From an optimization exercise on the open Yosys and OpenROAD flow, aimed at small area; shortcuts taken in it are not production practice. Function was checked by simulation only, so behaviour that the tests miss may differ from the original. No activity file was given, so power comes from the tool's default toggle rates. The flow treats the clock pin as an ideal source, which a real chip does not have.

==> flow/design.v <==
`timescale 1ns / 1ps
module SRAM #(parameter DATA_WIDTH = 11,
              parameter TAP1 = 1,
              parameter TAP4 = 4)
            (input  wire                    clk,
             input  wire [DATA_WIDTH-1:0]   i_data,
             output wire [DATA_WIDTH-1:0]   o_tap1,
             output wire [DATA_WIDTH-1:0]   o_tap4,
             output wire [DATA_WIDTH-1:0]   o_tap2,      
             output wire [DATA_WIDTH-1:0]   o_tap3);     
 reg  [3*TAP4*DATA_WIDTH-1:0] memory_array;
 wire [(3*TAP4+1)*DATA_WIDTH-1:0] line = {memory_array, i_data};
    always @ (posedge clk)
        memory_array <= line[3*TAP4*DATA_WIDTH-1:0];
 assign o_tap1 = line[3*TAP1*DATA_WIDTH +: DATA_WIDTH];
 assign o_tap4 = line[3*TAP4*DATA_WIDTH +: DATA_WIDTH];
 assign o_tap2 = line[3*(TAP1+1)*DATA_WIDTH +: DATA_WIDTH];
 assign o_tap3 = line[3*(TAP1+2)*DATA_WIDTH +: DATA_WIDTH];
endmodule
`timescale 1ns/1ns
module Comb #(parameter D = 1)
                    (input  wire                clk,
                     input  wire                first,    
                     input  wire                va,
                     input  wire                vb,
                     input  wire        [10:0]  d_in,
                     output wire        [10:0]  d_out);
wire [10:0] tap1, tap4;
reg         carry;
wire        cin, cout;
SRAM #(.DATA_WIDTH(11), .TAP1(D), .TAP4(D + 3)) memory(.clk(clk), .i_data(d_in), .o_tap1(tap1), .o_tap4(tap4),
                               .o_tap2(), .o_tap3());
assign cin = first | carry;
Adder #(.W(11)) sub(.a(tap1 & {11{va}}), .b(~(tap4 & {11{vb}})), .cin(cin),
                    .s(d_out), .cout(cout));
always @(posedge clk)
	carry <= cout;
endmodule
`timescale 1ns/1ns
module upsampler  (input  wire        clk,
                   input  wire        rst,
                   input  wire [31:0] d_in,
                   output wire [10:0] d_out,      
                   output wire        first,      
                   output wire        load,       
                   output wire        ph0,        
                   output wire        ph1,
                   output wire        ph2,
                   output wire        v0,         
                   output wire        v1,         
                   output wire        v2,         
                   output wire        v3);        
reg [2:0]  phase;       
reg [3:0]  nsmp;        
reg [10:0] dig1;
reg [9:0]  dig2;
	always @(posedge clk)
	begin
		if (rst)
		begin
			phase <= 3'b001;
			nsmp  <= 4'b0000;
		end else
		begin
			phase <= {phase[1:0], phase[2]};
			if (phase[2])
				nsmp <= {nsmp[2:0], 1'b1};
		end
	end
	always @(posedge clk)
	begin
		dig1 <= phase[0] ? d_in[21:11] : {1'b0, dig2};
		dig2 <= d_in[31:22];
	end
assign d_out = phase[0] ? d_in[10:0] : dig1;
assign first = phase[0];
assign load  = phase[0];
assign ph0   = phase[0];
assign ph1   = phase[1];
assign ph2   = phase[2];
assign v0    = nsmp[0];
assign v1    = nsmp[1];
assign v2    = nsmp[2];
assign v3    = nsmp[3];
endmodule
`timescale 1ns/1ns
module Intergrator		(input  wire 	   		clk,
						 input  wire 	   		rst,
						 input  wire [31:0] 	d_in,
						 output reg  [31:0] 	d_out);
reg  [3:1]  carry;
wire [3:0]  cout;
wire [31:0] sum;
RippleAdder8 add0(.a(d_out[7:0]),   .b(d_in[7:0]),   .cin(1'b0),     .s(sum[7:0]),   .cout(cout[0]));
RippleAdder8 add1(.a(d_out[15:8]),  .b(d_in[15:8]),  .cin(carry[1]), .s(sum[15:8]),  .cout(cout[1]));
RippleAdder8 add2(.a(d_out[23:16]), .b(d_in[23:16]), .cin(carry[2]), .s(sum[23:16]), .cout(cout[2]));
RippleAdder8 add3(.a(d_out[31:24]), .b(d_in[31:24]), .cin(carry[3]), .s(sum[31:24]), .cout(cout[3]));
	always @(posedge clk)
	begin
		if (rst)
		begin
			d_out <= 32'd0;
			carry <= 3'd0;
		end else
		begin
			d_out <= sum;
			carry <= cout[2:0];
		end
	end
endmodule
module RippleAdder8 (input  wire [7:0] a,
                     input  wire [7:0] b,
                     input  wire       cin,
                     output wire [7:0] s,
                     output wire       cout);
wire [8:0] c;
assign c[0] = cin;
genvar i;
generate for (i = 0; i < 8; i = i + 1) begin : bit_
	assign s[i]   = a[i] ^ b[i] ^ c[i];
	assign c[i+1] = (a[i] & b[i]) | (c[i] & (a[i] ^ b[i]));
end endgenerate
assign cout = c[8];
endmodule
module Adder #(parameter W = 11,
               parameter LO = 6)
              (input  wire [W-1:0] a,
               input  wire [W-1:0] b,
               input  wire         cin,
               output wire [W-1:0] s,
               output wire         cout);
wire [W:0]   c;         
wire [W-1:0] s0;        
wire         clo;       
wire [W-1:LO] ones;     
assign c[0] = cin;
genvar i;
generate for (i = 0; i < W; i = i + 1) begin : bit_
	wire ci = (i == LO) ? 1'b0 : c[i];
	assign s0[i]  = a[i] ^ b[i] ^ ci;
	assign c[i+1] = (a[i] & b[i]) | (ci & (a[i] ^ b[i]));
end endgenerate
assign clo = c[LO];
assign ones[LO] = 1'b1;
generate for (i = LO + 1; i < W; i = i + 1) begin : ones_
	assign ones[i] = ones[i-1] & s0[i-1];
end endgenerate
assign s[LO-1:0] = s0[LO-1:0];
assign s[W-1:LO] = s0[W-1:LO] ^ ({(W-LO){clo}} & ones);
assign cout      = c[W] | (clo & ones[W-1] & s0[W-1]);
endmodule
module AdderSk #(parameter W = 32)
                (input  wire [W-1:0] a,
                 input  wire [W-1:0] b,
                 input  wire         cin,
                 output wire [W-1:0] s,
                 output wire         cout);
wire [W-1:0] p = a ^ b;
wire [W-1:0] g = a & b;
reg  [W-1:0] G, P, Gn, Pn;
integer i, d;
always @(*) begin
	G = g; P = p;
	G[0] = g[0] | (p[0] & cin);
	for (d = 1; d < W; d = d * 2) begin
		Gn = G; Pn = P;
		for (i = 0; i < W; i = i + 1)
			if ((i / d) % 2 == 1) begin
				Gn[i] = G[i] | (P[i] & G[(i / d) * d - 1]);
				Pn[i] = P[i] & P[(i / d) * d - 1];
			end
		G = Gn; P = Pn;
	end
end
assign s    = p ^ {G[W-2:0], cin};
assign cout = G[W-1];
endmodule
`timescale 1ns / 1ps
module CIC_Interpolator 			(input wire 	   			clk,
								 			 input wire 	   			rst,
											 input wire signed [31:0] 	d_in,
											 output wire signed [31:0] 	d_out);
wire        first, load, ph0, ph1, ph2, v0, v1, v2, v3;
wire [10:0] dig_in, comb_out1, comb_out2, comb_out3;
reg  [31:0] integ_out1;
wire [31:0] integ_out2, integ_out3, integ_out;
upsampler  ctrl(.clk(clk), .rst(rst), .d_in(d_in), .d_out(dig_in), .first(first),
                .load(load), .ph0(ph0), .ph1(ph1), .ph2(ph2), .v0(v0), .v1(v1), .v2(v2), .v3(v3));
Comb #(.D(0)) comb1(clk, first, v0, v3, dig_in,    comb_out1);
Comb #(.D(1)) comb2(clk, first, v0, v3, comb_out1, comb_out2);
Comb #(.D(1)) comb3(clk, first, v0, v3, comb_out2, comb_out3);
wire [10:0] tap1, tap2, tap3;
SRAM #(.DATA_WIDTH(11), .TAP1(1), .TAP4(3)) comb4_mem(.clk(clk), .i_data(comb_out3),
        .o_tap1(tap1), .o_tap2(tap2), .o_tap3(tap3), .o_tap4());
reg  [10:0] acc_d0;
reg         cs_carry, add_carry;
wire [10:0] x = tap1 & {11{v0}};
wire [10:0] y = tap2 & {11{v1}};
wire [10:0] z = tap3 & {11{v2}};
wire [10:0] cs_s = x ^ y ^ z;
wire [10:0] cs_c = (x & y) | (x & z) | (y & z);
wire [10:0] acc_next;
wire        add_cout;
AdderSk #(.W(11)) acc_add(.a(cs_s), .b({cs_c[9:0], ~first & cs_carry}),
                        .cin(~first & add_carry), .s(acc_next), .cout(add_cout));
always @(posedge clk)
begin
	acc_d0    <= acc_next;
	cs_carry  <= cs_c[10];
	add_carry <= add_cout;
end
always @(posedge clk)
begin
	if (rst)
		integ_out1 <= 32'd0;
	else
	begin
		if (ph0)
			integ_out1[7:0]   <= acc_next[7:0];
		if (ph1)
			integ_out1[15:8]  <= {acc_next[4:0], acc_d0[10:8]};
		if (ph2)
			integ_out1[23:16] <= {acc_next[1:0], acc_d0[10:5]};
		if (ph0 & v0)
			integ_out1[31:24] <= acc_d0[9:2];
	end
end
Intergrator	integrator2	(clk,rst,integ_out1,integ_out2);
Intergrator	integrator3	(clk,rst,integ_out2,integ_out3);
Intergrator	integrator4	(clk,rst,integ_out3,integ_out);
reg [7:0]  out0_d1, out0_d2, out0_d3, out1_d1, out1_d2, out2_d1;
always @(posedge clk)
begin
	out0_d1 <= integ_out[7:0];   out0_d2 <= out0_d1; out0_d3 <= out0_d2;
	out1_d1 <= integ_out[15:8];  out1_d2 <= out1_d1;
	out2_d1 <= integ_out[23:16];
end
assign d_out = {integ_out[31:24], {out2_d1, out1_d2, out0_d3} & {24{v0}}};
endmodule
==> flow/run.sh <==
#!/bin/bash
# synth_recipe.tcl (not shown) runs the flow's synth.tcl, then flattens the netlist and writes it again
# the make line also repeats each setting of config.mk as NAME=value (left out here)
make -C /OpenROAD-flow-scripts/flow DESIGN_CONFIG=/design/flow/config.mk WORK_HOME=/design/flow/orfs CLKGATE_MAP_FILE= SYNTH_SCRIPT=/design/flow/synth_recipe.tcl finish
==> flow/config.mk <==
export PLATFORM = sky130hd
export DESIGN_NAME = CIC_Interpolator
export DESIGN_NICKNAME = CIC_Interpolator
export VERILOG_FILES = /design/flow/design.v
export SDC_FILE = /design/flow/constraint.sdc
export NUM_CORES = 4
export LEC_CHECK = 0
export CAP_MARGIN = 20
export CORE_MARGIN = 2
export CORE_UTILIZATION = 40
export CTS_BUF_LIST = sky130_fd_sc_hd__clkbuf_16
export CTS_CLUSTER_DIAMETER = 100
export CTS_CLUSTER_SIZE = 30
export SLEW_MARGIN = 20
==> flow/constraint.sdc <==
create_clock -name core_clock -period 4.0 [get_ports {clk}]
set_input_delay 0.8000 -clock core_clock [delete_from_list [all_inputs] [get_ports {clk}]]
set_output_delay 0.8000 -clock core_clock [all_outputs]
set_load 0.01 [all_outputs]
==> reports/qor.csv, run 1 <==
stage;metric;value;unit
run_status;outcome;timing/DRC/antenna clean;
clock_tree;Hold Buf Count CTS;0;
final_layout;fin cells;2099;
pwr;Peak supply drop;0.3639;mV
final_layout;Inserted Diodes;0;
logic_synthesis;YS warnings;9;
worst_setup_path;Reg2Reg Capture Point;comb4_mem.memory_array[10];
pwr;P_leak;9.085;nW
final_layout;Total Nets Final;1626;
logic_synthesis;Syn Nets;1564;
logic_synthesis;Synth top cells by count;dfxtp_1, fa_1, inv_1;
worst_setup_path;reg2reg setup slack;180;ps
worst_setup_path;crit path max fanout;4;
timing;max_slew headroom;45.91;%
clock_tree;TritonCTS clock tree;done;
clock_tree;Max clock buf depth;3;
global_routing;total track usage;10.39;%
timing;Worst-Margin Slew;810.2;ps
detailed_routing;WL per Instance;11.93;um
logic_synthesis;ys async rst share;0;%
clock_tree;post-CTS sizing;0;
detailed_routing;vias per std cell;4.033;
detailed_routing;Final ANT Viol Nets;0;
min_path;worst hold start;comb3.memory.memory_array[65];
timing;# setup viols final;0;
final_layout;multi-input logic area;5395;um^2
floorplanning;I/O pins;66;
detailed_routing;DRC errors left;0;
timing;fin worst setup slack;178.5;ps
global_routing;first-pass GRT wire length;43200;um
timing;skew final;22.82;ps
floorplanning;Die Wd;226.1;um
logic_synthesis;Syn Area/Cell;14.38;um^2
logic_synthesis;top-area cell type share of the netlist area;69.88;%
logic_synthesis;Top FF cell, synth;dfxtp_1;
final_layout;Reg area;13800;um^2
min_path;WHS Endpoint;comb3.memory.memory_array[76];
timing;Slew Viols, Final;0;
global_routing;initial antenna violation count;0;
logic_synthesis;cell count after synthesis;1373;
timing;Worst Hold Margin;326.3;ps
detailed_routing;Starting DRT DRC Count;296;
placed_design;post-DP HPWL;16970;um
worst_setup_path;critical path data arrival time;4320;ps
detailed_routing;WL final;25040;um
worst_setup_path;CP Capture Type;flip-flop;
final_layout;layout cells sized above 1;5.157;%
clock_tree;clk slew on worst S/H paths;100;ps
floorplanning;die height;226.1;um
placed_design;PortBufs;65;
worst_setup_path;CP required;4500;ps
detailed_routing;via count;8465;
clock_tree;CTS H-tree lvls;1;
pwr;Pwr Density;558.1;nW/um^2
global_routing;grt ovf;0;
min_path;Hold Path Class;reg2reg;
logic_synthesis;count leader, synth;dfxtp_1;
worst_setup_path;startpoint types;flip-flop;
clock_tree;post-CTS setup buffers;0;
global_routing;largest net degree at the start of global routing;120;
global_routing;via count of the first global-routing pass;8817;
floorplanning;num rows;81;
final_layout;Area growth syn-to-layout;10.46;%
logic_synthesis;post-synthesis sequential element count;689;
job;MaxCap Viol Count;0;
worst_setup_path;type of the worst setup path;reg2reg;
placed_design;RD Place Congestion;0.7034;
clock_tree;CTS root buffer;clkbuf_16;
logic_synthesis;top cells by area, synth;dfxtp_1, fa_1, and2_1;
timing;Hold Fails Final Rpt;0;
logic_synthesis;post-synth top area cell;dfxtp_1;
floorplanning;die area;51140;um^2
clock_tree;cts bufs inserted;26;
worst_setup_path;R2R cell count;9;
detailed_routing;first-pass detailed-route iteration total;4;
placed_design;post-placement cell count;2071;
logic_synthesis;EDFF count, synth;0;
worst_setup_path;Critical R2R Launch;ctrl.nsmp[3];
logic_synthesis;Synth cell types;39;
min_path;hold depth;0;
timing;Fmax;261.7;MHz
floorplanning;Starting Density;40.41;%
logic_synthesis;post-synthesis sequential area ratio;69.88;%
placed_design;pre-CTS WS;-448.9;ps
final_layout;fillcell total;4467;
timing;Final Cycle Share;95.54;%
logic_synthesis;Syn Std Cell Area;19740;um^2
timing;fin crit period;3822;ps
timing;RSZ-0062 raised after global routing;no;
clock_tree;worst-skew pair later-pin latency;600;ps
clock_tree;Sinks on Clock Net;689;
floorplanning;core area;48850;um^2
worst max path at each step:
| stage | slack [ps] | to | from | cells past startpoint |
|---|---|---|---|---|
| after floorplan | 50 | comb4_mem.memory_array[10] | ctrl.phase[0] | 11 |
| after global placement | -430 | comb2.memory.memory_array[10] | d_in[0] | 14 |
| after detailed placement | -450 | comb2.memory.memory_array[10] | d_in[0] | 14 |
| after CTS | 150 | comb4_mem.memory_array[10] | ctrl.nsmp[3] | 9 |
| after global routing | 10 | comb2.memory.memory_array[10] | d_in[0] | 14 |
| final | 180 | comb4_mem.memory_array[10] | ctrl.nsmp[3] | 9 |
metrics by stage:
stage | power [mW] | utilization [%] | cell area [um^2] | TNS [ps]
floorplan | 8.956 | - | 19740 | 0
detailed placement | 9.292 | 43.23 | 21120 | -1279
finish | 12.17 | 44.63 | 21800 | 0
CTS | 12.38 | 44.63 | 21800 | 0
global route | 12.81 | 44.63 | 21800 | 0
global placement | 9.228 | 43.23 | 21120 | -1195
cell families after synthesis:
kind of cell	count (synthesis)	share of synthesized area [%]
buffers and inverters	133	2.783
xor gates and xnor gates	19	0.8431
muxes	41	2.212
and+or+nand+nor	305	8.101
adders and majority gates	157	15.13
AOI/OAI and AO/OA	29	1.052
DFF	689	69.88
registers in the layout, indices dropped and copies added, names as in the netlist, 32 cells and up:
name / flops
comb4_mem.memory_array: 99
integ_out1: 32
integrator3.d_out: 32
integrator2.d_out: 32
comb2.memory.memory_array: 132
integrator4.d_out: 32
comb3.memory.memory_array: 132
comb1.memory.memory_array: 99
power breakdown:
group	leakage (nW)	switching [mW]	internal, mW
Sequential	5.70	0.387	8.23
Clock	0.337	1.89	1.19
Combinational	3.05	0.233	0.245
Total	9.09	2.51	9.66
layout make-up:
class,count,share of cell area (%)
clock buffers,26,2.984
clock inverters,2,0.1549
inverters,88,1.515
multi-input cells,551,24.75
flip-flops and latches,689,63.28
well taps,664,3.811
repair buffers,79,3.512
metal layers:
metal / part of all wire [%] / global-route usage [%]
met1: 46 / 13.18
met4: 2.6 / 2.844
met5: 0 / 0
met2: 48 / 18.26
met3: 3.2 / 1.782
critical path: stages, from the launching register on:
cell and delay [ps]:
dfxtp_1 350, and2_1 160, fa_1 420, fa_1 410, fa_1 450, fa_1 410
fa_1 390, fa_1 400, nor4_1 430, ha_1 310
layout by cell type, fill, tap and decap left out, types with 4 or more instances in the layout:
| cell | synthesis | final |
|---|---|---|
| a211oi_1 | 5 | 5 |
| a21o_1 | 4 | 4 |
| a21oi_1 | 10 | 10 |
| and2_1 | 85 | 85 |
| buf_4 | 8 | 14 |
| clkbuf_16 | 0 | 26 |
| clkdlybuf4s50_1 | 0 | 64 |
| dfxtp_1 | 689 | 687 |
| fa_1 | 136 | 136 |
| ha_1 | 21 | 21 |
| inv_1 | 88 | 89 |
| mux2_2 | 21 | 21 |
| mux2i_1 | 20 | 20 |
| nand2_1 | 52 | 52 |
| nand3_1 | 9 | 9 |
| nor2_1 | 68 | 68 |
| nor2b_1 | 74 | 74 |
| or2_2 | 5 | 5 |
| xnor2_1 | 8 | 8 |
| xor2_1 | 11 | 11 |
==> run 2: changes to the inputs <==
==> flow/flow/run.sh (new file) <==
#!/bin/bash
# The standard layout (standard synthesis unchanged), except that the
# buffer placed on every input and output port is the plain buf_1 cell
# rather than the delay buffer the resizer would pick. The full output of
# the ORFS run goes to standard.log here; ORFS's own per-step logs are kept
# under orfs/logs.
set -o pipefail
export BUFFER_PORTS_ARGS="-buffer_cell sky130_fd_sc_hd__buf_1"
bash standard.sh > standard.log 2>&1
==> flow/standard.sh (new file) <==
#!/bin/bash
# synth_recipe.tcl (not shown) runs the flow's synth.tcl, then flattens the netlist and writes it again
# the make line also repeats each setting of config.mk as NAME=value (left out here)
make -C /OpenROAD-flow-scripts/flow DESIGN_CONFIG=/design/flow/config.mk WORK_HOME=/design/flow/orfs CLKGATE_MAP_FILE= SYNTH_SCRIPT=/design/flow/synth_recipe.tcl "${@:-finish}"
--- a/flow/config.mk
+++ b/flow/config.mk
@@ -11,4 +11,4 @@
 export CTS_BUF_LIST = sky130_fd_sc_hd__clkbuf_16
-export CTS_CLUSTER_DIAMETER = 100
-export CTS_CLUSTER_SIZE = 30
+export CTS_CLUSTER_DIAMETER = 80
+export CTS_CLUSTER_SIZE = 36
 export SLEW_MARGIN = 20
removed: flow/run.sh
==> reports/qor.csv, run 2 <==
stage;metric;value;unit
timing;fin crit period;3715;ps
detailed_routing;vias per std cell;4.012;
detailed_routing;Starting DRT DRC Count;303;
pwr;Pwr Density;577.4;nW/um^2
final_layout;Inserted Diodes;0;
clock_tree;CTS H-tree lvls;1;
global_routing;grt ovf;0;
timing;# setup viols final;0;
placed_design;placed inst area;20700;um^2
logic_synthesis;post-synth top area cell;dfxtp_1;
detailed_routing;WL final;24440;um
worst_setup_path;crit path max fanout;4;
timing;Worst-Margin Slew;767.3;ps
logic_synthesis;Syn Area/Cell;14.38;um^2
logic_synthesis;Synth cell types;39;
global_routing;via count of the first global-routing pass;8605;
clock_tree;CTS root buffer;clkbuf_16;
pwr;Flop pwr share;69.2;%
worst_setup_path;startpoint types;flip-flop;
logic_synthesis;count leader, synth;dfxtp_1;
detailed_routing;Final ANT Viol Nets;0;
clock_tree;clk slew on worst S/H paths;120;ps
floorplanning;I/O pins;66;
detailed_routing;via count;8442;
final_layout;commonest cells after routing, fill and taps aside;dfxtp_1, fa_1, inv_1;
pwr;clock share of power;27.1;%
worst_setup_path;type of the worst setup path;reg2reg;
clock_tree;TritonCTS clock tree;done;
final_layout;layout cells sized above 1;5.486;%
timing;Fmax;269.2;MHz
timing;skew final;20.85;ps
floorplanning;Die Wd;226.1;um
timing;Final Cycle Share;92.88;%
final_layout;Area growth syn-to-layout;8.982;%
floorplanning;die area;51140;um^2
logic_synthesis;top-area cell type share of the netlist area;69.88;%
logic_synthesis;YS warnings;9;
logic_synthesis;Top FF cell, synth;dfxtp_1;
logic_synthesis;cell count after synthesis;1373;
timing;Slew Viols, Final;0;
worst_setup_path;critical path data arrival time;4210;ps
final_layout;Post-Layout Inst Area;21510;um^2
placed_design;PortBufs;65;
final_layout;commonest non-fill, non-tap cell in the layout;dfxtp_1;
run_status;outcome;timing/DRC/antenna clean;
logic_synthesis;top cells by area, synth;dfxtp_1, fa_1, and2_1;
logic_synthesis;ys async rst share;0;%
floorplanning;Starting Density;40.41;%
pwr;switching share of power;21.19;%
pwr;Int Power;9.789;mW
final_layout;multi-input logic area;5395;um^2
clock_tree;Hold Buf Count CTS;0;
logic_synthesis;post-synthesis sequential element count;689;
pwr;P_leak;8.976;nW
final_layout;Reg area;13800;um^2
global_routing;initial antenna violation count;0;
clock_tree;worst-skew pair later-pin latency;590;ps
min_path;Hold Path Class;in2reg;
final_layout;fillcell total;4483;
worst_setup_path;CP required;4490;ps
global_routing;total track usage;10.11;%
detailed_routing;WL per Instance;11.62;um
timing;Hold Fails Final Rpt;0;
placed_design;pre-CTS WS;-64.75;ps
timing;RSZ-0062 raised after global routing;no;
logic_synthesis;Synth top cells by count;dfxtp_1, fa_1, inv_1;
clock_tree;Sinks on Clock Net;689;
global_routing;first-pass GRT wire length;42150;um
pwr;Peak supply drop;0.3545;mV
clock_tree;cts bufs inserted;25;
placed_design;RD Place Congestion;0.7088;
floorplanning;num rows;81;
detailed_routing;DRC errors left;0;
detailed_routing;first-pass detailed-route iteration total;4;
pwr;combinational share of power;3.7;%
final_layout;biggest regs;comb2.memory.memory_array (132), comb3.memory.memory_array (132);
clock_tree;post-CTS setup buffers;0;
final_layout;Total Nets Final;1623;
pwr;P_sw;2.632;mW
worst_setup_path;CP Capture Type;flip-flop;
timing;fin worst setup slack;284.8;ps
clock_tree;Max clock buf depth;3;
placed_design;post-DP HPWL;16360;um
global_routing;largest net degree at the start of global routing;112;
timing;max_slew headroom;48.78;%
floorplanning;core area;48850;um^2
floorplanning;die height;226.1;um
final_layout;Util after Layout;44.03;%
clock_tree;post-CTS sizing;0;
logic_synthesis;Syn Std Cell Area;19740;um^2
job;MaxCap Viol Count;0;
logic_synthesis;EDFF count, synth;0;
logic_synthesis;post-synthesis sequential area ratio;69.88;%
logic_synthesis;Syn Nets;1564;
pwr;Total Power;12.42;mW
==> run 2: kinds of logic (layout without fill, tap and decap cells) <==
family / Yosys count / count (layout) / synth area share [%]
multiplexers: 41 / 41 / 2.212
AO/OA/AOI/OAI: 29 / 29 / 1.052
flip-flops: 689 / 689 / 69.88
buffers and inverters: 133 / 200 / 2.783
adder cells (fa/ha/maj): 157 / 157 / 15.13
XOR/XNOR: 19 / 19 / 0.8431
AND/OR/NAND/NOR: 305 / 305 / 8.101
==> run 2: final timing paths <==
path,slack [ps],startpoint,end,depth (start not counted)
max,280,ctrl.nsmp[3],comb4_mem.memory_array[10],9
min,290,d_in[31],ctrl.dig2[9],1
max reg2reg,280,ctrl.nsmp[3],comb4_mem.memory_array[10],9
min reg2reg,320,out0_d1[5],out0_d2[5],0
==> run 2: worst max-delay path: stages, from the launching register on <==
cell     delay, ps
dfxtp_1        360
and2_1         160
fa_1           400
fa_1           400
fa_1           400
fa_1           430
fa_1           400
fa_1           400
nor4_1         360
ha_1           310
==> run 2: metal layers <==
metal	share of wire, %	track usage [%]
met1	47	13.25
met2	48	17.43
met3	3.2	1.821
met4	2.2	2.313
met5	0	0
==> run 2: metrics by stage <==
step	setup TNS, ps	hold slack [ps]	instances
6_report	0	291.0	2104
3_3_place_gp	-58.18	309.9	2069
4_1_cts	0	251.4	2104
5_1_grt	0	250.7	2104
3_5_place_dp	-71.72	312.1	2069
2_1_floorplan	0	309.6	1373
==> run 2: area by class of cell <==
| class | count | share of cell area, % |
|---|---|---|
| well taps | 664 | 3.862 |
| clock buffers | 25 | 2.908 |
| flip-flops and latches | 689 | 64.13 |
| repair buffers | 77 | 1.629 |
| multi-input cells | 551 | 25.08 |
| inverters | 88 | 1.536 |
| clock inverters | 10 | 0.8492 |
==> run 2: power groups by stage <==
stage               Clock [mW]  Combinational [mW]  Sequential, mW
finish                    3.37               0.454            8.60
global placement             0               0.450            8.74
global route              3.73               0.543            8.75
detailed placement           0               0.469            8.79
floorplan                    0               0.354            8.60
CTS                       3.50               0.471            8.64
==> run 3: changes to the inputs <==
--- a/flow/config.mk
+++ b/flow/config.mk
@@ -9,6 +9,6 @@
 export CORE_MARGIN = 2
-export CORE_UTILIZATION = 40
+export CORE_UTILIZATION = 65
 export CTS_BUF_LIST = sky130_fd_sc_hd__clkbuf_16
-export CTS_CLUSTER_DIAMETER = 80
-export CTS_CLUSTER_SIZE = 36
+export CTS_CLUSTER_DIAMETER = 100
+export CTS_CLUSTER_SIZE = 30
 export SLEW_MARGIN = 20
==> reports/qor.csv, run 3 <==
stage;metric;value;unit
run_status;outcome;timing/DRC/antenna clean;
logic_synthesis;top-area cell type share of the netlist area;69.88;%
floorplanning;num rows;63;
worst_setup_path;CP required;4460;ps
pwr;Pwr Density;576.8;nW/um^2
logic_synthesis;count leader, synth;dfxtp_1;
clock_tree;cts bufs inserted;26;
final_layout;fin cells;1828;
floorplanning;core area;29800;um^2
logic_synthesis;post-synthesis sequential area ratio;69.88;%
clock_tree;Max clock buf depth;3;
global_routing;total track usage;17.04;%
logic_synthesis;post-synth top area cell;dfxtp_1;
worst_setup_path;crit path from;ctrl.phase[0];
worst_setup_path;Reg2Reg Capture Point;comb3.memory.memory_array[10];
logic_synthesis;Syn Area/Cell;14.38;um^2
placed_design;post-DP HPWL;17480;um
detailed_routing;vias per std cell;4.665;
floorplanning;die area;31770;um^2
global_routing;grt ovf;0;
floorplanning;die height;178.3;um
global_routing;first-pass GRT wire length;42810;um
logic_synthesis;top cells by area, synth;dfxtp_1, fa_1, and2_1;
logic_synthesis;Synth cell types;39;
placed_design;RD Place Congestion;0.7349;
detailed_routing;Starting DRT DRC Count;319;
timing;Worst-Margin Slew;782.8;ps
pwr;P_leak;8.937;nW
clock_tree;post-CTS setup buffers;0;
clock_tree;CTS H-tree lvls;1;
final_layout;Inserted Diodes;0;
final_layout;commonest non-fill, non-tap cell in the layout;dfxtp_1;
detailed_routing;WL final;25420;um
detailed_routing;first-pass detailed-route iteration total;4;
detailed_routing;via count;8528;
worst_setup_path;startpoint types;flip-flop;
timing;skew final;16.38;ps
worst_setup_path;type of the worst setup path;reg2reg;
placed_design;PortBufs;65;
final_layout;Total Nets Final;1629;
clock_tree;Hold Buf Count CTS;0;
worst_setup_path;Worst Setup EP;comb3.memory.memory_array[10];
detailed_routing;DRC errors left;0;
logic_synthesis;EDFF count, synth;0;
detailed_routing;WL per Instance;13.91;um
timing;fin crit period;3827;ps
global_routing;Top Usage Layer GRT;met2;
floorplanning;Starting Density;66.24;%
timing;max_slew headroom;47.81;%
worst_setup_path;crit path max fanout;10;
clock_tree;Sinks on Clock Net;689;
detailed_routing;Final ANT Viol Nets;0;
timing;total negative slack;0;ps
clock_tree;TritonCTS clock tree;done;
final_layout;biggest regs;comb2.memory.memory_array (132), comb3.memory.memory_array (132);
timing;# setup viols final;0;
timing;RSZ-0062 raised after global routing;no;
timing;Final Cycle Share;95.67;%
floorplanning;I/O pins;66;
job;MaxCap Viol Count;0;
worst_setup_path;R2R cell count;10;
global_routing;via count of the first global-routing pass;8558;
worst_setup_path;CP Capture Type;flip-flop;
global_routing;GR met1 Demand/Resource;24.84;%
final_layout;commonest cells after routing, fill and taps aside;dfxtp_1, fa_1, inv_1;
global_routing;met3 usage;2.664;%
clock_tree;clk slew on worst S/H paths;110;ps
logic_synthesis;Top FF cell, synth;dfxtp_1;
timing;Hold Fails Final Rpt;0;
pwr;Peak supply drop;0.4707;mV
clock_tree;post-CTS sizing;0;
worst_setup_path;critical path data arrival time;4290;ps
logic_synthesis;Synth top cells by count;dfxtp_1, fa_1, inv_1;
worst_setup_path;Critical R2R Launch;ctrl.phase[0];
final_layout;Util after Layout;70.69;%
logic_synthesis;post-synthesis sequential element count;689;
placed_design;post-placement cell count;1800;
logic_synthesis;ys async rst share;0;%
global_routing;met2 GRT Util;27.29;%
clock_tree;CTS root buffer;clkbuf_16;
logic_synthesis;Syn Nets;1564;
timing;Fmax;261.3;MHz
logic_synthesis;YS warnings;9;
clock_tree;worst-skew pair later-pin latency;570;ps
final_layout;layout cells sized above 1;5.355;%
global_routing;initial antenna violation count;0;
min_path;Hold Path Class;in2reg;
logic_synthesis;Syn Std Cell Area;19740;um^2
global_routing;largest net degree at the start of global routing;68;
final_layout;Area growth syn-to-layout;6.720;%
timing;Slew Viols, Final;0;
floorplanning;Die Wd;178.3;um
logic_synthesis;cell count after synthesis;1373;
worst_setup_path;reg2reg setup slack;170;ps
## run 3: how the worst min path moves through the flow
stage | to | startpoint | cells after the start
final | ctrl.dig2[0] | d_in[22] | 1
after global routing | ctrl.dig2[8] | d_in[30] | 1
after CTS | ctrl.dig2[6] | d_in[28] | 1
after detailed placement | comb1.memory.memory_array[36] | comb1.memory.memory_array[25] | 0
after global placement | comb1.memory.memory_array[34] | comb1.memory.memory_array[23] | 0
after floorplan | comb1.memory.memory_array[11] | comb1.memory.memory_array[0] | 0
## run 3: worst max-delay path, cell delays in order, from the launching register on
cell     delay, ps
dfxtp_2        500
buf_4          170
nor2_1          50
fa_1           380
fa_1           390
fa_1           400
fa_1           410
fa_1           400
fa_1           440
nor4_1         280
ha_1           280
## run 3: layout make-up
cell class	count	area (um^2)
clock buffer	27	675.6
clock inverter	1	3.754
fill	2093	8732
inverter	88	330.3
multi-input combinational	551	5395
sequential	689	13800
tap	390	488.0
timing repair buffer	82	375.4
## run 3: per-stage QoR
| step | hold slack (ps) | setup slack [ps] | power (mW) | cell area (um^2) |
|---|---|---|---|---|
| finish | 314.0 | 173.3 | 12.15 | 21060 |
| global route | 281.8 | 17.27 | 12.72 | 21060 |
| CTS | 284.2 | 175.5 | 12.31 | 21060 |
| detailed placement | 312.1 | 13.54 | 9.275 | 20380 |
| global placement | 309.6 | 38.10 | 9.205 | 20380 |
| floorplan | 309.6 | 46.90 | 8.956 | 19740 |
## run 3: report_power, final
| part | internal [mW] | switching [mW] | total (mW) |
|---|---|---|---|
| logic | 0.224 | 0.237 | 0.462 |
| registers | 8.23 | 0.403 | 8.63 |
| clock network | 1.21 | 1.84 | 3.06 |
| total | 9.67 | 2.48 | 12.2 |
## run 3: cells by family after synthesis
family | count (synthesis) | synth area share [%]
buffers and inverters | 133 | 2.783
xor gates and xnor gates | 19 | 0.8431
and+or+nand+nor | 305 | 8.101
AOI/OAI and AO/OA | 29 | 1.052
muxes | 41 | 2.212
DFF | 689 | 69.88
adders and majority gates | 157 | 15.13
## run 3: per-layer routing
metal	up-vias	share of wire [%]
met3	32	3.5
met5	-	0
met1	4128	50
met2	99	45
met4	0	1.9
li1	4269	-
==> run 4: changes to the inputs <==
--- a/flow/config.mk
+++ b/flow/config.mk
@@ -9,3 +9,3 @@
 export CORE_MARGIN = 2
-export CORE_UTILIZATION = 65
+export CORE_UTILIZATION = 40
 export CTS_BUF_LIST = sky130_fd_sc_hd__clkbuf_16
==> reports/qor.csv, run 4 <==
stage;metric;value;unit
run_status;outcome;timing/DRC/antenna clean;
pwr;Total Power;12.11;mW
floorplanning;Die Wd;226.1;um
pwr;switching share of power;20.47;%
worst_setup_path;Critical Path Most Common Cell;fa_1;
logic_synthesis;post-synthesis sequential area ratio;69.88;%
detailed_routing;DRC errors left;0;
logic_synthesis;top-area cell type share of the netlist area;69.88;%
timing;total negative slack;0;ps
logic_synthesis;Syn Std Cell Area;19740;um^2
floorplanning;Starting Density;40.41;%
logic_synthesis;Synth cell types;39;
worst_setup_path;critical path data arrival time;4200;ps
global_routing;first-pass GRT wire length;42170;um
floorplanning;num rows;81;
timing;Hold Fails Final Rpt;0;
timing;RSZ-0062 raised after global routing;no;
timing;# setup viols final;0;
logic_synthesis;Syn Nets;1564;
global_routing;via count of the first global-routing pass;8652;
worst_setup_path;CP Capture Type;flip-flop;
timing;skew final;17.79;ps
clock_tree;Sinks on Clock Net;689;
pwr;combinational share of power;3.7;%
global_routing;total track usage;10.10;%
placed_design;PortBufs;65;
logic_synthesis;Top FF cell, synth;dfxtp_1;
detailed_routing;via count;8461;
logic_synthesis;YS warnings;9;
logic_synthesis;post-synth top area cell;dfxtp_1;
logic_synthesis;count leader, synth;dfxtp_1;
pwr;Flop pwr share;71.0;%
logic_synthesis;EDFF count, synth;0;
worst_setup_path;CP required;4490;ps
timing;fin crit period;3710;ps
worst_setup_path;CP max stage cell;fa_1;
clock_tree;Hold Buf Count CTS;0;
final_layout;Area growth syn-to-layout;8.355;%
worst_setup_path;max incr delay on CP;430;ps
worst_setup_path;CP Cell Sequence;and2_1, fa_1, fa_1, fa_1, fa_1, fa_1, fa_1, nor4_1, ha_1;
detailed_routing;WL per Instance;11.54;um
worst_setup_path;type of the worst setup path;reg2reg;
logic_synthesis;Syn Area/Cell;14.38;um^2
final_layout;Total Nets Final;1624;
pwr;clock share of power;25.3;%
global_routing;initial antenna violation count;0;
final_layout;fillcell total;4493;
final_layout;commonest cells after routing, fill and taps aside;dfxtp_1, fa_1, inv_1;
clock_tree;cts bufs inserted;26;
clock_tree;CTS root buffer;clkbuf_16;
detailed_routing;first-pass detailed-route iteration total;4;
pwr;Int Power;9.633;mW
timing;Worst-Margin Slew;755.5;ps
global_routing;largest net degree at the start of global routing;112;
final_layout;Inserted Diodes;0;
detailed_routing;Final ANT Viol Nets;0;
clock_tree;post-CTS setup buffers;0;
pwr;Pwr Density;566.3;nW/um^2
logic_synthesis;post-synthesis sequential element count;689;
detailed_routing;Starting DRT DRC Count;281;
placed_design;RD Place Congestion;0.7088;
floorplanning;die area;51140;um^2
pwr;Peak supply drop;0.3303;mV
timing;Fmax;269.5;MHz
global_routing;grt ovf;0;
clock_tree;worst-skew pair later-pin latency;590;ps
clock_tree;post-CTS sizing;0;
floorplanning;I/O pins;66;
clock_tree;Max clock buf depth;3;
placed_design;post-DP HPWL;16360;um
pwr;P_sw;2.479;mW
clock_tree;CTS H-tree lvls;1;
logic_synthesis;top cells by area, synth;dfxtp_1, fa_1, and2_1;
logic_synthesis;ys async rst share;0;%
min_path;Hold Path Class;in2reg;
clock_tree;TritonCTS clock tree;done;
logic_synthesis;Synth top cells by count;dfxtp_1, fa_1, inv_1;
final_layout;commonest non-fill, non-tap cell in the layout;dfxtp_1;
timing;Slew Viols, Final;0;
timing;Worst Hold Margin;288.6;ps
detailed_routing;vias per std cell;4.035;
floorplanning;die height;226.1;um
worst_setup_path;crit path max fanout;4;
pwr;P_leak;8.916;nW
clock_tree;clk slew on worst S/H paths;100;ps
detailed_routing;WL final;24210;um
final_layout;Util after Layout;43.78;%
job;MaxCap Viol Count;0;
floorplanning;core area;48850;um^2
worst_setup_path;startpoint types;flip-flop;
timing;max_slew headroom;49.57;%
final_layout;biggest regs;comb2.memory.memory_array (132), comb3.memory.memory_array (132);
logic_synthesis;cell count after synthesis;1373;
timing;Final Cycle Share;92.75;%
final_layout;layout cells sized above 1;5.024;%
run 4: cell counts after synthesis:
Identical to the previous run, type by type.
run 4: through the flow:
stage | cells | area (um^2) | worst slack, ps
5_1_grt | 2097 | 21390 | 84.57
3_5_place_dp | 2069 | 20700 | -64.75
3_3_place_gp | 2069 | 20700 | -58.18
6_report | 2097 | 21390 | 290.0
4_1_cts | 2097 | 21390 | 219.3
2_1_floorplan | 1373 | 19740 | 46.90
run 4: path summary, 6_finish.rpt:
check	startpoint	to	slack [ps]	cells past startpoint
max	ctrl.nsmp[3]	comb4_mem.memory_array[10]	290	9
min	d_in[31]	ctrl.dig2[9]	290	1
max reg2reg	ctrl.nsmp[3]	comb4_mem.memory_array[10]	290	9
min reg2reg	comb4_mem.memory_array[77]	comb4_mem.memory_array[88]	330	0
run 4: power groups by stage:
| stage | clock network, mW | logic [mW] | registers [mW] |
|---|---|---|---|
| after global placement | 0 | 0.450 | 8.74 |
| after floorplan | 0 | 0.354 | 8.60 |
| after detailed placement | 0 | 0.469 | 8.79 |
| after CTS | 3.21 | 0.471 | 8.64 |
| after global routing | 3.45 | 0.543 | 8.75 |
| final | 3.06 | 0.453 | 8.60 |
run 4: critical path, delay by kind of cell (launching register included):
kind | cells | cell delay [ps]
flops | 1 | 350
simple gates | 2 | 520
fa+ha+maj | 7 | 2740
run 4: cells by family after synthesis:
| kind of cell | synth area share, % |
|---|---|
| XOR/XNOR | 0.8431 |
| flip-flops | 69.88 |
| multiplexers | 2.212 |
| AND/OR/NAND/NOR | 8.101 |
| buffers and inverters | 2.783 |
| adder cells (fa/ha/maj) | 15.13 |
| AO/OA/AOI/OAI | 1.052 |
run 4: cell type report:
class                   instances  area, um^2  area share, %
clock buffers                  26       650.6          3.042
clock inverters                 2       33.78         0.1580
inverters                      88       330.3          1.544
multi-input cells             551        5395          25.23
flip-flops and latches        689       13800          64.51
well taps                     664       830.8          3.885
repair buffers                 77       350.3          1.638
run 4: layer usage:
metal,up-vias,part of all wire [%],global-route usage (%)
met3,40,3.1,1.808
met4,0,2.1,2.143
met5,-,0,0
met1,4079,46,13.03
li1,4260,-,-
met2,82,49,17.73
==> run 5: changes to the inputs <==
--- a/flow/config.mk
+++ b/flow/config.mk
@@ -10,3 +10,3 @@
 export CORE_UTILIZATION = 40
-export CTS_BUF_LIST = sky130_fd_sc_hd__clkbuf_16
+export CTS_BUF_LIST = sky130_fd_sc_hd__clkbuf_16 sky130_fd_sc_hd__clkbuf_8
 export CTS_CLUSTER_DIAMETER = 100
==> reports/qor.csv, run 5 <==
stage;metric;value;unit
run_status;outcome;timing/DRC/antenna clean;
global_routing;via count of the first global-routing pass;8652;
clock_tree;cts bufs inserted;26;
pwr;P_leak;8.916;nW
floorplanning;I/O pins;66;
logic_synthesis;post-synthesis sequential element count;689;
floorplanning;num rows;81;
logic_synthesis;YS warnings;9;
worst_setup_path;crit path max fanout;4;
worst_setup_path;CP Capture Type;flip-flop;
floorplanning;die height;226.1;um
logic_synthesis;post-synth top area cell;dfxtp_1;
placed_design;PortBufs;65;
final_layout;fin cells;2097;
logic_synthesis;post-synthesis sequential area ratio;69.88;%
final_layout;Reg area;13800;um^2
detailed_routing;Starting DRT DRC Count;281;
worst_setup_path;Reg2Reg Capture Point;comb4_mem.memory_array[10];
placed_design;post-placement cell count;2069;
detailed_routing;WL final;24210;um
worst_setup_path;critical path data arrival time;4200;ps
global_routing;grt ovf;0;
logic_synthesis;cell count after synthesis;1373;
logic_synthesis;Syn Nets;1564;
pwr;clock share of power;25.3;%
global_routing;total track usage;10.10;%
floorplanning;core area;48850;um^2
detailed_routing;vias per std cell;4.035;
detailed_routing;DRC errors left;0;
global_routing;initial antenna violation count;0;
worst_setup_path;Critical Path Most Common Cell;fa_1;
placed_design;placed inst area;20700;um^2
job;MaxCap Viol Count;0;
final_layout;commonest non-fill, non-tap cell in the layout;dfxtp_1;
worst_setup_path;CP Buf/Inv Count;0;
timing;Fmax;269.5;MHz
logic_synthesis;Top FF cell, synth;dfxtp_1;
worst_setup_path;Worst Setup EP;comb4_mem.memory_array[10];
clock_tree;clk slew on worst S/H paths;100;ps
clock_tree;TritonCTS clock tree;done;
detailed_routing;WL per Instance;11.54;um
final_layout;Area growth syn-to-layout;8.355;%
worst_setup_path;Critical R2R Launch;ctrl.nsmp[3];
pwr;Pwr Density;566.3;nW/um^2
timing;# setup viols final;0;
final_layout;multi-input logic area;5395;um^2
worst_setup_path;crit path from;ctrl.nsmp[3];
pwr;Peak supply drop;0.3303;mV
final_layout;layout cells sized above 1;5.024;%
detailed_routing;via count;8461;
pwr;switching share of power;20.47;%
worst_setup_path;reg2reg setup slack;290;ps
detailed_routing;Final ANT Viol Nets;0;
timing;Final Cycle Share;92.75;%
pwr;Flop pwr share;71.0;%
timing;Hold Fails Final Rpt;0;
floorplanning;die area;51140;um^2
timing;Worst Hold Margin;288.6;ps
placed_design;post-DP HPWL;16360;um
final_layout;biggest regs;comb2.memory.memory_array (132), comb3.memory.memory_array (132);
pwr;Total Power;12.11;mW
worst_setup_path;type of the worst setup path;reg2reg;
clock_tree;Sinks on Clock Net;689;
worst_setup_path;CP max stage cell;fa_1;
detailed_routing;met3 wire length;752;um
worst_setup_path;CP required;4490;ps
worst_setup_path;max incr delay on CP;430;ps
logic_synthesis;ys async rst share;0;%
clock_tree;post-CTS sizing;0;
pwr;Int Power;9.633;mW
min_path;Hold Path Class;in2reg;
global_routing;first-pass GRT wire length;42170;um
pwr;P_sw;2.479;mW
clock_tree;Max clock buf depth;3;
final_layout;Inserted Diodes;0;
logic_synthesis;EDFF count, synth;0;
pwr;combinational share of power;3.7;%
timing;Worst-Margin Slew;755.5;ps
clock_tree;post-CTS setup buffers;0;
final_layout;Total Nets Final;1624;
final_layout;fillcell total;4493;
logic_synthesis;count leader, synth;dfxtp_1;
logic_synthesis;Synth cell types;39;
detailed_routing;Metal-1 WL;11210;um
final_layout;commonest cells after routing, fill and taps aside;dfxtp_1, fa_1, inv_1;
worst_setup_path;CP top delay family;adder cells;
logic_synthesis;Synth top cells by count;dfxtp_1, fa_1, inv_1;
timing;fin worst setup slack;290.0;ps
worst_setup_path;startpoint types;flip-flop;
logic_synthesis;top cells by area, synth;dfxtp_1, fa_1, and2_1;
worst_setup_path;CP Depth;9;
worst_setup_path;R2R cell count;9;
logic_synthesis;top-area cell type share of the netlist area;69.88;%
detailed_routing;first-pass detailed-route iteration total;4;
logic_synthesis;Syn Std Cell Area;19740;um^2
final_layout;Post-Layout Inst Area;21390;um^2
timing;fin crit period;3710;ps
timing;Slew Viols, Final;0;
clock_tree;worst-skew pair later-pin latency;590;ps
final_layout;Util after Layout;43.78;%
placed_design;pre-CTS WS;-64.75;ps
timing;max_slew headroom;49.57;%
clock_tree;CTS root buffer;clkbuf_16;
timing;total negative slack;0;ps
detailed_routing;Met2 Wirelength;11740;um
clock_tree;Hold Buf Count CTS;0;
timing;RSZ-0062 raised after global routing;no;
timing;skew final;17.79;ps
logic_synthesis;Syn Area/Cell;14.38;um^2
floorplanning;Starting Density;40.41;%
placed_design;RD Place Congestion;0.7088;
detailed_routing;uppermost layer routed;met4;
clock_tree;CTS H-tree lvls;1;
worst_setup_path;CP Cell Sequence;and2_1, fa_1, fa_1, fa_1, fa_1, fa_1, fa_1, nor4_1, ha_1;
floorplanning;Die Wd;226.1;um
global_routing;largest net degree at the start of global routing;112;
run 5: power groups by stage:
stage | registers, mW | logic [mW] | clock network, mW
6_report | 8.60 | 0.453 | 3.06
5_1_grt | 8.75 | 0.543 | 3.45
4_1_cts | 8.64 | 0.471 | 3.21
3_5_place_dp | 8.79 | 0.469 | 0
3_3_place_gp | 8.74 | 0.450 | 0
2_1_floorplan | 8.60 | 0.354 | 0
run 5: worst min path at each step:
stage / slack [ps] / depth (start not counted) / from / endpoint
2_1_floorplan: 310 / 0 / comb1.memory.memory_array[0] / comb1.memory.memory_array[11]
3_3_place_gp: 310 / 0 / comb3.memory.memory_array[10] / comb3.memory.memory_array[21]
3_5_place_dp: 310 / 0 / comb1.memory.memory_array[51] / comb1.memory.memory_array[62]
4_1_cts: 260 / 1 / d_in[31] / ctrl.dig2[9]
5_1_grt: 250 / 1 / d_in[29] / ctrl.dig2[7]
6_report: 290 / 1 / d_in[31] / ctrl.dig2[9]
run 5: kinds of logic after synthesis:
kind of cell / count (synthesis) / share of synthesized area [%]
AND/OR/NAND/NOR: 305 / 8.101
AO/OA/AOI/OAI: 29 / 1.052
flip-flops: 689 / 69.88
buffers and inverters: 133 / 2.783
XOR/XNOR: 19 / 0.8431
adder cells (fa/ha/maj): 157 / 15.13
multiplexers: 41 / 2.212
run 5: cell type report:
| type | instances | area share, % |
|---|---|---|
| flip-flops and latches | 689 | 64.51 |
| clock inverters | 2 | 0.1580 |
| well taps | 664 | 3.885 |
| multi-input cells | 551 | 25.23 |
| inverters | 88 | 1.544 |
| repair buffers | 77 | 1.638 |
| clock buffers | 26 | 3.042 |
run 5: layer usage:
metal | GRT usage, % | vias to the layer above
li1 | - | 4260
met1 | 13.03 | 4079
met2 | 17.73 | 82
met3 | 1.808 | 40
met5 | 0 | -
met4 | 2.143 | 0
run 5: worst reg2reg max path: cells and delay by family (launching register included):
family,cells,cell delay [ps]
flip-flops,1,350
adder cells (fa/ha/maj),7,2740
AND/OR/NAND/NOR,2,520
==> run 6: changes to the inputs <==
--- a/flow/config.mk
+++ b/flow/config.mk
@@ -10,5 +10,5 @@
 export CORE_UTILIZATION = 40
-export CTS_BUF_LIST = sky130_fd_sc_hd__clkbuf_16 sky130_fd_sc_hd__clkbuf_8
-export CTS_CLUSTER_DIAMETER = 100
-export CTS_CLUSTER_SIZE = 30
+export CTS_BUF_LIST = sky130_fd_sc_hd__clkbuf_16
+export CTS_CLUSTER_DIAMETER = 150
+export CTS_CLUSTER_SIZE = 32
 export SLEW_MARGIN = 20
==> reports/qor.csv, run 6 <==
stage;metric;value;unit
pwr;Pwr Density;567.4;nW/um^2
placed_design;post-DP HPWL;16360;um
worst_setup_path;reg2reg setup slack;290;ps
min_path;Hold Path Class;in2reg;
pwr;Flop pwr share;70.9;%
logic_synthesis;Syn Std Cell Area;19740;um^2
clock_tree;Sinks on Clock Net;689;
pwr;P_leak;8.904;nW
worst_setup_path;Worst Setup EP;comb4_mem.memory_array[10];
detailed_routing;WL final;24480;um
logic_synthesis;Synth top cells by count;dfxtp_1, fa_1, inv_1;
clock_tree;CTS H-tree lvls;1;
timing;skew final;15.44;ps
worst_setup_path;crit path from;ctrl.nsmp[3];
worst_setup_path;max incr delay on CP;430;ps
placed_design;RD Place Congestion;0.7088;
final_layout;Total Nets Final;1623;
logic_synthesis;post-synth top area cell;dfxtp_1;
global_routing;grt ovf;0;
timing;Fmax;269.3;MHz
final_layout;fillcell total;4499;
logic_synthesis;top cells by area, synth;dfxtp_1, fa_1, and2_1;
worst_setup_path;Reg2Reg Capture Point;comb4_mem.memory_array[10];
timing;Slew Viols, Final;0;
final_layout;Post-Layout Inst Area;21360;um^2
final_layout;Area growth syn-to-layout;8.241;%
global_routing;via count of the first global-routing pass;8629;
logic_synthesis;EDFF count, synth;0;
logic_synthesis;post-synthesis sequential area ratio;69.88;%
pwr;Total Power;12.12;mW
placed_design;PortBufs;65;
detailed_routing;Starting DRT DRC Count;303;
final_layout;Inserted Diodes;0;
floorplanning;Die Wd;226.1;um
clock_tree;cts bufs inserted;25;
worst_setup_path;CP top delay family;adder cells;
final_layout;Reg area;13800;um^2
timing;Worst Hold Margin;290.9;ps
clock_tree;TritonCTS clock tree;done;
detailed_routing;uppermost layer routed;met4;
clock_tree;post-CTS sizing;0;
logic_synthesis;YS warnings;9;
detailed_routing;vias per std cell;4.024;
placed_design;placed inst area;20700;um^2
clock_tree;clk slew on worst S/H paths;110;ps
worst_setup_path;CP Depth;9;
detailed_routing;Met2 Wirelength;11680;um
timing;fin crit period;3713;ps
final_layout;commonest non-fill, non-tap cell in the layout;dfxtp_1;
clock_tree;Hold Buf Count CTS;0;
worst_setup_path;startpoint types;flip-flop;
detailed_routing;met3 wire length;782;um
logic_synthesis;ys async rst share;0;%
pwr;clock share of power;25.3;%
detailed_routing;DRC errors left;0;
logic_synthesis;Top FF cell, synth;dfxtp_1;
floorplanning;num rows;81;
timing;Worst-Margin Slew;761.1;ps
floorplanning;die area;51140;um^2
logic_synthesis;count leader, synth;dfxtp_1;
run_status;outcome;timing/DRC/antenna clean;
logic_synthesis;post-synthesis sequential element count;689;
worst_setup_path;CP Buf/Inv Count;0;
final_layout;Util after Layout;43.74;%
logic_synthesis;Syn Area/Cell;14.38;um^2
worst_setup_path;CP max stage cell;fa_1;
pwr;switching share of power;20.79;%
worst_setup_path;Critical Path Most Common Cell;fa_1;
global_routing;first-pass GRT wire length;42210;um
final_layout;layout cells sized above 1;5.028;%
timing;RSZ-0062 raised after global routing;no;
global_routing;largest net degree at the start of global routing;112;
detailed_routing;Metal-1 WL;11560;um
floorplanning;I/O pins;66;
timing;Final Cycle Share;92.82;%
timing;Hold Fails Final Rpt;0;
pwr;Peak supply drop;0.3799;mV
floorplanning;Starting Density;40.41;%
final_layout;commonest cells after routing, fill and taps aside;dfxtp_1, fa_1, inv_1;
final_layout;biggest regs;comb2.memory.memory_array (132), comb3.memory.memory_array (132);
worst_setup_path;type of the worst setup path;reg2reg;
clock_tree;post-CTS setup buffers;0;
worst_setup_path;crit path max fanout;4;
timing;max_slew headroom;49.19;%
logic_synthesis;Syn Nets;1564;
job;MaxCap Viol Count;0;
pwr;combinational share of power;3.7;%
worst_setup_path;Critical R2R Launch;ctrl.nsmp[3];
floorplanning;die height;226.1;um
worst_setup_path;R2R cell count;9;
placed_design;post-placement cell count;2069;
detailed_routing;first-pass detailed-route iteration total;4;
logic_synthesis;Synth cell types;39;
clock_tree;Max clock buf depth;3;
worst_setup_path;CP required;4480;ps
global_routing;total track usage;10.12;%
worst_setup_path;CP Cell Sequence;and2_1, fa_1, fa_1, fa_1, fa_1, fa_1, fa_1, nor4_1, ha_1;
final_layout;fin cells;2096;
worst_setup_path;critical path data arrival time;4200;ps
global_routing;initial antenna violation count;0;
logic_synthesis;top-area cell type share of the netlist area;69.88;%
pwr;P_sw;2.520;mW
logic_synthesis;cell count after synthesis;1373;
min_path;worst hold start;d_in[22];
timing;# setup viols final;0;
clock_tree;CTS root buffer;clkbuf_16;
worst_setup_path;CP Capture Type;flip-flop;
floorplanning;core area;48850;um^2
pwr;Int Power;9.602;mW
detailed_routing;Final ANT Viol Nets;0;
clock_tree;worst-skew pair later-pin latency;600;ps
detailed_routing;WL per Instance;11.68;um
detailed_routing;via count;8435;
final_layout;multi-input logic area;5395;um^2
[run 6: cell counts after synthesis]
Identical to the previous run, type by type.
[run 6: cell type report]
type                    count  share of cell area [%]
multi-input cells         551                   25.25
inverters                  88                   1.546
flip-flops and latches    689                   64.57
clock buffers              25                   2.928
clock inverters             2                  0.1698
repair buffers             77                   1.640
well taps                 664                   3.889
[run 6: how the worst min path moves through the flow]
stage                                    end  slack, ps  cells past startpoint
6_report                        ctrl.dig2[0]        290                      1
5_1_grt                         ctrl.dig2[7]        240                      1
4_1_cts                         ctrl.dig2[4]        250                      1
3_5_place_dp   comb1.memory.memory_array[62]        310                      0
3_3_place_gp   comb3.memory.memory_array[21]        310                      0
2_1_floorplan  comb1.memory.memory_array[11]        310                      0
[run 6: metal layers]
layer | vias to the layer above | global-route usage, %
met3 | 31 | 1.848
met1 | 4071 | 13.20
met5 | - | 0
li1 | 4260 | -
met4 | 0 | 2.143
met2 | 73 | 17.57
[run 6: cells by family after synthesis]
family / after synthesis / share of synthesized area (%)
buf+inv: 133 / 2.783
flops: 689 / 69.88
compound gates: 29 / 1.052
xor+xnor: 19 / 0.8431
mux: 41 / 2.212
fa+ha+maj: 157 / 15.13
simple gates: 305 / 8.101
[run 6: power by group through the flow]
stage	logic, mW	registers [mW]	clock network (mW)
final	0.454	8.60	3.07
after global routing	0.542	8.75	3.43
after CTS	0.471	8.64	3.19
after detailed placement	0.469	8.79	0
after global placement	0.450	8.74	0
after floorplan	0.354	8.60	0
[run 6: per-stage QoR]
stage                     setup WS (ps)  TNS, ps
after floorplan                   46.90        0
after global placement           -58.18   -58.18
after detailed placement         -64.75   -71.72
after CTS                         224.7        0
after global routing              87.06        0
final                             287.3        0

==> separate check: timing with driven ports <==
Ports are ideal in the flow. The routed layouts listed here were re-timed in OpenROAD.
Step 1 sets driving cells, clkbuf_16 on the clock port and buf_2 on the other inputs (assumed; they add their load-dependent delay and slew).
Step 2 also shifts input and output timing later by t, the mid clock arrival at the registers, as if the neighbouring blocks saw the same clock.
a / b / c = ideal / step 1 / step 2; a / b = the first two.
run | t (ns) | slack for setup (ns) | worst setup path at the end | clock arrival spread, ns | worst slew at a driven data input, ns
run 1 | 0.638 | 0.178 / 0.178 / -0.410 | input to register | 0.028 / 0.028 | 0.04
run 2 | 0.629 | 0.285 / 0.285 / -0.025 | input to register | 0.025 / 0.025 | 0.05
run 3 | 0.619 | 0.173 / 0.173 / 0.000 | input to register | 0.018 / 0.019 | 0.05
run 4 | 0.633 | 0.290 / 0.290 / -0.046 | input to register | 0.021 / 0.021 | 0.05
run 5 | 0.633 | 0.290 / 0.290 / -0.046 | input to register | 0.021 / 0.021 | 0.05
run 6 | 0.634 | 0.287 / 0.287 / -0.045 | input to register | 0.027 / 0.026 | 0.05
Met with ideal ports but missed after step 2: setup timing in 5 of these runs. The setup slack of run 1, which loses most, moves by 0.000 ns with the drivers and by -0.588 ns with both steps.
